From an optimization exercise on the open Yosys and OpenROAD flow, aimed at small area; shortcuts taken in it are not production practice. The RTL was checked by simulation tests, not by an equivalence proof against the original design. In this run the design's own scripts or RTL, not TritonCTS, make the clock network. The clock input has no modelled driver; a real chip could not lean on it and would need a root buffer or a full tree. Power and IR drop assume default switching activity.

### flow/config.mk
export PLATFORM = sky130hd
export DESIGN_NAME = spi_oled
export DESIGN_NICKNAME = spi_oled
export VERILOG_FILES = /design/flow/design.v
export SDC_FILE = /design/flow/constraint.sdc
export NUM_CORES = 4
export LEC_CHECK = 0
export CAP_MARGIN = 20
export CORE_MARGIN = 2
export CORE_UTILIZATION = 40
export SLEW_MARGIN = 20
### flow/constraint.sdc
create_clock -name core_clock -period 10.0 [get_ports {clk}]
set_input_delay 2.0000 -clock core_clock [delete_from_list [all_inputs] [get_ports {clk}]]
set_output_delay 2.0000 -clock core_clock [all_outputs]
set_load 0.01 [all_outputs]
### flow/design.v
module spi_oled(
	input  clk,
	input  rst_n,
	output oled_cs,
	output oled_sck,
	output oled_rst,
	output oled_dc,
	output oled_mosi
);
reg [4:0] dv;
reg [3:0] sl;
reg [7:0] q;
reg [2:0] pg;
reg       rst_q;
wire gap    = sl[3];
wire dv_end = dv[4] & dv[3] & dv[0];           
wire q_inc  = gap & (dv == 5'd1);
wire su     = (q >= 8'hA6) && (q < 8'hE7);
wire data   = (q >= 8'h05) && (q <= 8'h84);
wire win    = (q > 8'hBC && q < 8'hD1) ||
              (q == 8'hBC && ((sl == 4'd6 && dv >= 5'd6) || sl < 4'd6 || (gap && dv < 5'd2))) ||
              (q == 8'hD1 && ((gap && dv >= 5'd2) || (!gap && sl > 4'd3) || (sl == 4'd3 && dv <= 5'd14)));
always @(posedge clk) begin
	if (!rst_n) begin
		dv    <= 5'd24;
		sl    <= 4'd1;
		q     <= 8'hA6;
		pg    <= 3'd0;
		rst_q <= 1'b0;
	end else begin
		dv <= dv_end ? 5'd0 : dv + 5'd1;
		if (dv_end) sl <= (sl == 4'd0) ? 4'd8 : sl - 4'd1;
		if (q_inc) begin
			if (q == 8'h84) begin
				q  <= 8'h02;
				pg <= pg + 3'd1;
			end else
				q <= q + 8'd1;
		end
		rst_q <= ~win;
	end
end
localparam [255:0] CMDS = 256'b0001010010001101000000100010000001000000110110110001001011011010111100011101100110000000110101010000000011010011001111111010100010100110110010001010000111111111100000010100000000010000000000001010111000000000000000000001000000000000101100001010111110100100;
wire [7:0] cmd  = CMDS[q[4:0]*8 +: 8] | ((q[4:0] == 5'd2) ? {5'd0, pg} : 8'd0);
localparam [383:0] LO = 384'b111111111111111111111111111111111111111111111111111111000000000000000000000000000000000000000000000000000000000000000000000000000000000000000000000000000000000000000000000000000000000000000000000000000000000000000000000000000000000000000000000000000000000000000000000000000000000001000010000011000100000101000111001001001011010000111111111111111111111111111111111111111111111111111111;
localparam [383:0] HI = 384'b000000000000000000000000000000000000000000000000000000000001000100000111001001001011001101001111010001010010010100010101010111011000011001011010011011011100011101011101011110011111100000100000100001100001100010100010100010100011100011100011100011100011100011100010100010100010100001100001100000011111011110011101011011011001010101000000000000000000000000000000000000000000000000000000;
wire [5:0] row = {pg, sl[2:0]};
wire [6:0] u   = q[6:0];                        
wire [5:0] lo_r = LO[row*6 +: 6];
wire [5:0] hi_r = HI[row*6 +: 6];
wire       s   = u[6];
wire [5:0] m   = s ? u[5:0] : ~u[5:0];
wire [6:0] ad  = {1'b0, m} + {6'd0, ~s};      
wire fix = (row == 6'd9 && u == 7'd49) || (row == 6'd36 && u == 7'd94) || (row == 6'd54 && u == 7'd66);
wire pix = (({1'b0, lo_r} <= ad) && (ad <= {1'b0, hi_r})) ^ fix;
wire bit_out = data ? pix : cmd[sl[2:0]];
assign oled_cs   = su | (gap & ~(dv[4] | (dv[3] & dv[2])));
assign oled_sck  = ~su & ~gap & (dv[4] | (dv[3] & dv[2]));
assign oled_mosi = ~su & ~gap & bit_out;
assign oled_dc   = data;
assign oled_rst  = rst_q;
endmodule
### flow/flow/run.sh
#!/bin/bash
set -euo pipefail
W=$PWD
R=$W/orfs/results/$FLOW_PLATFORM/spi_oled/base
YOSYS=$(command -v yosys || echo "$FLOW_HOME/../tools/install/yosys/bin/yosys")
LIB=$FLOW_HOME/platforms/$FLOW_PLATFORM/lib/sky130_fd_sc_hd__tt_025C_1v80.lib

# 1. standard synthesis (same registers, names and cell types as the standard flow's)
bash standard.sh "$R/1_2_yosys.v" > $W/flow_synth.log 2>&1
cp "$R/1_2_yosys.v" "$W/1_2_yosys.standard.v"

# 2. area re-optimisation of the logic between the flip-flops
DU=""
for c in $(cat $W/flow/dont_use.txt); do DU="$DU -dont_use $c"; done
SEEDS="2 4 11 12 13 14 15 16"
for s in $SEEDS; do
  MAPPER=amap
  sed -e "s#@SEED@#$s#g" $W/flow/deep_$MAPPER.abc > $W/deep_$s.abc
  for f in post check; do
    sed -e "s#@LIB@#$LIB#g" -e "s#@IN@#$W/1_2_yosys.standard.v#g" -e "s#@OUT@#$W/1_2_yosys.post_$s.v#g" \
        -e "s#@DU@#$DU#g" -e "s#@ABC@#$W/deep_$s.abc#g" $W/flow/$f.ys > $W/${f}_$s.ys
  done
  ( "$YOSYS" -s $W/post_$s.ys > $W/flow_post_synth_$s.log 2>&1 && \
    "$YOSYS" -s $W/check_$s.ys > $W/flow_post_check_$s.log 2>&1 && \
    grep "Chip area" $W/flow_post_synth_$s.log | tail -1 | awk -v s=$s '{print $NF, s}' > $W/area_$s.txt ) || true &
done
wait
BEST=$(cat $W/area_*.txt 2>/dev/null | sort -g | head -1 | awk '{print $2}')
if [[ -n "$BEST" ]]; then
  echo "using seed $BEST"; cat $W/area_*.txt
  cp $W/1_2_yosys.post_$BEST.v "$R/1_2_yosys.v"
  touch "$R/1_2_yosys.v"
else
  echo "post-synthesis optimisation failed; keeping the standard netlist"
fi

# 3. the rest of the standard flow, from the new netlist
export BUFFER_PORTS_ARGS="-buffer_cell sky130_fd_sc_hd__buf_1"
export POST_CTS_TCL=$W/flow/post_cts.tcl
bash standard.sh > $W/flow_layout.log 2>&1
### flow/flow/check.ys
# the new netlist must be well formed and do what the standard synthesis does
read_liberty -lib @LIB@
read_verilog @OUT@
hierarchy -top spi_oled
check -assert
design -reset
read_liberty -ignore_miss_func @LIB@
read_verilog @IN@
rename spi_oled gold
read_verilog @OUT@
rename spi_oled gate
flatten gold gate
delete t:$scopeinfo
opt_clean
rename -hide w:_*
opt_clean
equiv_make gold gate equiv
hierarchy -top equiv
equiv_simple -seq 2
equiv_induct
equiv_status -assert
### flow/flow/deep_amap.abc
strash
&get -n
&deepsyn -T 800 -S @SEED@
&put
if -K 6
mfs2 -W 50 -M 5000
strash
&get -n
&deepsyn -T 800 -S @SEED@
&put
if -K 6
mfs2 -W 50 -M 5000
strash
&get -n
&deepsyn -T 800 -S @SEED@
&put
dch -f
amap
topo
### flow/flow/dont_use.txt
sky130_fd_sc_hd__lpflow_bleeder_1 sky130_fd_sc_hd__lpflow_clkbufkapwr_1 sky130_fd_sc_hd__lpflow_clkbufkapwr_16 sky130_fd_sc_hd__lpflow_clkbufkapwr_2 sky130_fd_sc_hd__lpflow_clkbufkapwr_4 sky130_fd_sc_hd__lpflow_clkbufkapwr_8 sky130_fd_sc_hd__lpflow_clkinvkapwr_1 sky130_fd_sc_hd__lpflow_clkinvkapwr_16 sky130_fd_sc_hd__lpflow_clkinvkapwr_2 sky130_fd_sc_hd__lpflow_clkinvkapwr_4 sky130_fd_sc_hd__lpflow_clkinvkapwr_8 sky130_fd_sc_hd__lpflow_decapkapwr_12 sky130_fd_sc_hd__lpflow_decapkapwr_3 sky130_fd_sc_hd__lpflow_decapkapwr_4 sky130_fd_sc_hd__lpflow_decapkapwr_6 sky130_fd_sc_hd__lpflow_decapkapwr_8 sky130_fd_sc_hd__lpflow_inputiso0n_1 sky130_fd_sc_hd__lpflow_inputiso0p_1 sky130_fd_sc_hd__lpflow_inputiso1n_1 sky130_fd_sc_hd__lpflow_inputiso1p_1 sky130_fd_sc_hd__lpflow_inputisolatch_1 sky130_fd_sc_hd__lpflow_isobufsrc_1 sky130_fd_sc_hd__lpflow_isobufsrc_16 sky130_fd_sc_hd__lpflow_isobufsrc_2 sky130_fd_sc_hd__lpflow_isobufsrc_4 sky130_fd_sc_hd__lpflow_isobufsrc_8 sky130_fd_sc_hd__lpflow_isobufsrckapwr_16 sky130_fd_sc_hd__lpflow_lsbuf_lh_hl_isowell_tap_1 sky130_fd_sc_hd__lpflow_lsbuf_lh_hl_isowell_tap_2 sky130_fd_sc_hd__lpflow_lsbuf_lh_hl_isowell_tap_4 sky130_fd_sc_hd__lpflow_lsbuf_lh_isowell_4 sky130_fd_sc_hd__lpflow_lsbuf_lh_isowell_tap_1 sky130_fd_sc_hd__lpflow_lsbuf_lh_isowell_tap_2 sky130_fd_sc_hd__lpflow_lsbuf_lh_isowell_tap_4 sky130_fd_sc_hd__probe_p_8 sky130_fd_sc_hd__probec_p_8 
### flow/flow/post.ys
read_liberty -ignore_miss_func @LIB@
read_verilog @IN@
hierarchy -top spi_oled
setattr -mod -set keep_hierarchy 1 sky130_fd_sc_hd__df*
flatten
delete t:$scopeinfo
opt -purge
abc -script @ABC@ -liberty @LIB@ @DU@
opt_clean -purge
hilomap -singleton -hicell sky130_fd_sc_hd__conb_1 HI -locell sky130_fd_sc_hd__conb_1 LO
insbuf -buf sky130_fd_sc_hd__buf_1 A X
select -module spi_oled
stat -liberty @LIB@
write_verilog -noattr -nohex -nodec -selected @OUT@
### flow/flow/post_cts.tcl
# Replace the clock tree TritonCTS built by a single clock buffer next to the
# flip-flops: the clock port then drives one buffer, which drives every register.
# Bypass and delete them one by one (remove_buffers would also take out the
# port buffers).
proc bypass_buffer { inst } {
  set in_net "NULL"
  set out_net "NULL"
  foreach it [$inst getITerms] {
    set n [$it getNet]
    if { $n == "NULL" } { continue }
    if { [$it isInputSignal] } { set in_net $n }
    if { [$it isOutputSignal] } { set out_net $n }
  }
  if { $out_net != "NULL" } {
    foreach it [$out_net getITerms] {
      if { [$it getInst] != $inst } {
        $it disconnect
        $it connect $in_net
      }
    }
  }
  odb::dbInst_destroy $inst
  if { $out_net != "NULL" } { odb::dbNet_destroy $out_net }
}
set block [ord::get_db_block]
set cts_cells {}
foreach inst [$block getInsts] {
  set name [$inst getName]
  if { [string match clkbuf_* $name] || [string match clkload* $name] } {
    lappend cts_cells $name
  }
}
foreach name $cts_cells {
  puts "removing clock tree cell $name"
  bypass_buffer [$block findInst $name]
}
set clk_net [$block findNet clk]
set sx 0; set sy 0; set n 0
foreach it [$clk_net getITerms] {
  set loc [[$it getInst] getLocation]
  set sx [expr {$sx + [lindex $loc 0]}]
  set sy [expr {$sy + [lindex $loc 1]}]
  incr n
}
set dbu [$block getDbUnitsPerMicron]
set x [expr {$sx / double($n) / $dbu}]
set y [expr {$sy / double($n) / $dbu}]
puts "clock loads: $n, buffer at $x $y"
insert_buffer -buffer_cell sky130_fd_sc_hd__clkbuf_16 -net clk -buffer_name clkbuf_0_clk -location [list $x $y]
detailed_placement
check_placement -verbose
estimate_parasitics -placement
### flow/standard.sh
#!/bin/bash
# synth_recipe.tcl (not shown) runs the flow's synth.tcl, then flattens the netlist and writes it again
# the make line also repeats each setting of config.mk as NAME=value (left out here)
make -C /OpenROAD-flow-scripts/flow DESIGN_CONFIG=/design/flow/config.mk WORK_HOME=/design/flow/orfs CLKGATE_MAP_FILE= SYNTH_SCRIPT=/design/flow/synth_recipe.tcl "${@:-finish}"
==> results.txt <==
==> state kept, by name (all words and copies together) (netlist names) <==
signal  cells
pg          3
rst_q       1
q           8
dv          5
sl          4
==> path summary, 6_finish.rpt <==
check	from	to	slack, ns	depth (start not counted)
worst max-delay path	sl[0]$_SDFFE_PN1P_	oled_mosi	4.58	16
worst min-delay path	dv[0]$_SDFF_PP0_	dv[0]$_SDFF_PP0_	0.45	1
worst max register to register	q[0]$_SDFFE_PN0P_	pg[2]$_SDFFE_PN0P_	7.30	8
worst min register to register	dv[0]$_SDFF_PP0_	dv[0]$_SDFF_PP0_	0.45	1
==> metrics by stage <==
stage / hold slack (ns) / setup slack, ns
after detailed placement: 0.440 / 4.80
final: 0.455 / 4.58
after global routing: 0.469 / 4.30
after global placement: 0.433 / 4.79
after floorplan: 0.417 / 5.56
==> area by class of cell, clock buffers not listed <==
class	instances	area [um^2]	area share (%)
multi-input combinational	199	1010	60.8
sequential	21	420	25.3
inverter	33	124	7.44
tap	48	60.1	3.61
timing repair buffer	6	22.5	1.35
==> power groups by stage <==
| stage | Sequential, mW | Combinational, mW | Clock, mW |
|---|---|---|---|
| floorplan | 0.0899 | 0.00915 | 0 |
| global placement | 0.0906 | 0.0128 | 0 |
| detailed placement | 0.0906 | 0.0124 | 0 |
| global route | 0.0889 | 0.0144 | 0.0436 |
| finish | 0.0886 | 0.0126 | 0.0403 |
==> per-layer routing <==
layer  vias up  track usage (%)  share of wire [%]
met1       840             38.8                 44
met3        18             2.21                 11
met4         0             4.34                2.0
met5         -                0                  0
li1        930                -                  -
met2       141             39.8                 43
==> cells in the final DEF (no fill, tap or decap), drive strengths merged, types with 2 or more instances in the layout <==
master	instances
or3	4
a31oi	6
a21o	2
dfxtp	21
nand2	22
a2111oi	2
nor3	18
o31ai	2
buf	6
o221ai	4
nor2	68
o22a	2
o22ai	7
o21ai	18
a211oi	2
a21oi	21
nor4	3
clkinv	33
o21a	3
o211ai	3
==> results.sh <==
export IMPL_synthesis_yosys_warnings=1
export IMPL_tightestPinTransition_ns=0.639
export IMPL_start_util_pct=42.2
export IMPL_buffer_ports_inserted=6
export IMPL_fp_dieArea_um2=4410
export IMPL_clockPowerShare_pct=28.5
export IMPL_final_net_count=264
export IMPL_place_hpwl_um=3740
export IMPL_drt_iter0_markers=301
export IMPL_critical_path_top_delay_family="simple AND/OR/NAND/NOR gates"
export IMPL_post_place_cells=307
export IMPL_crit_chain="clkinv_1 > nor2_1 > clkinv_1 > nor2_1 > nor2_1 > clkinv_1 > a21oi_1 > nor3_1 > nor2_1 > a222oi_1 > nor2_1 > o22a_1 > nor4b_1 > nor2_1 > nor2_1 > buf_1"
export IMPL_detail_route_first_pass_iterations=8
export IMPL_clkTransAtPathRegs_ns=0.09
export IMPL_power_switching_fraction_pct=23.3
export IMPL_total_switching_power_uw=33.0
export IMPL_clk_latency_ns=0.15
export IMPL_hold_path_class="reg -> reg"
export IMPL_width_of_the_chip_um=66.4
export IMPL_cp_data_required_time_ns=8.00
export IMPL_vdd_ir_drop_max_v=0.000120
export IMPL_total_power_uw=141
export IMPL_final_antenna_net_count=0
export IMPL_n_antenna_cell=0
export IMPL_gr_total_overflow=0
export IMPL_wire_length_per_cell_after_detailed_routing_um=15.9
export IMPL_syn_mean_instance_area_um2=6.15
export IMPL_track_usage_pct=25.6
export IMPL_netlist_instances=253
export IMPL_internal_power_uw=108
export IMPL_critical_path_slowest_cell="dfxtp_1"
export IMPL_power_per_cell_area_nw_per_um2=85.0
export IMPL_final_hold_viol_count=0
export IMPL_worstPathBufferInverterCount=4
export IMPL_finalWorstPathRequiredPeriod_ns=5.42
export IMPL_worstSetupPathType="reg -> out"
export IMPL_detail_route_drc_violations=0
export IMPL_setup_viol_count_final=0
export IMPL_maximum_number_of_pins_on_one_net_before_global_route_repair=22
export IMPL_area_growth_pct=6.91
export IMPL_skew_ns=0.00283
export IMPL_num_vias=1929
export IMPL_core_region_area_um2=3690
export IMPL_cp_max_fo=9
export IMPL_layout_cell_area_non_filler_um2=1660
export IMPL_maxClockFrequency_ghz=0.184
export IMPL_setup_total_negative_slack_ns=0
export IMPL_crit_path_max_incr_delay_ns=0.53
export IMPL_vias_per_cell=6.26
export IMPL_fraction_of_final_layout_cells_sized_beyond_drive_strength_1_pct=0.385
export IMPL_synth_cell_area_um2=1560
export IMPL_utilization_pct=45.1
export IMPL_critPathLaunchType="flop"
export IMPL_postPlaceCellArea_um2=1640
export IMPL_ioPinCount=7
export IMPL_run_status="no timing/DRC/antenna violations"
export IMPL_gp_congestion=0.989
export IMPL_slew_violations=0
export IMPL_rsz0062_at_grt="false"
export IMPL_number_of_antenna_violations_at_the_first_check_in_global_routing=0
export IMPL_endpoint_kind="output pin"
export IMPL_leakage_nw=0.589
export IMPL_cts_sinks=21
export IMPL_vias_in_the_first_global_route=1717
export IMPL_final_period_utilization_pct=54.2
export IMPL_finish_cell_count_without_fillers=308
export IMPL_synth_fp_nets=255
export IMPL_floorplan_rows=22
export IMPL_first_pass_grt_wire_length_um=8330
export IMPL_power_frac_comb_pct=8.9
export IMPL_final_fill_count=417
export IMPL_slew_headroom_pct=57.0
export IMPL_cp_arrival_ns=3.42
export IMPL_dieHeight_um=66.4
export IMPL_share_seq_of_total_power_pct=62.6
export IMPL_routed_wirelength_um=4900
export IMPL_timing_critical_path_mode_cell="nor2_1"
export IMPL_max_cap_violations=0

separate check: timing with driven ports:
Ports are ideal in the flow. The routed layout listed here was re-timed in OpenROAD.
Step 1, drivers: a clkbuf_16 drives clk and a buf_2 each remaining input, both assumed.
Step 2, shift: input delay + t, output delay - t, t = (earliest + latest rising clock arrival at the registers) / 2. This alone moves slack from input paths to output paths.
a / b / c = ideal ports / drivers / drivers and shift; a / b = the first two.
t, ns: 0.176
setup slack, ns: 4.580 / 4.552 / 4.729
pins driven straight from the clock port: 1
After both steps this run still meets setup and hold. For this run, drivers alone change the setup slack by -0.028 ns; drivers and shift together by +0.149 ns.
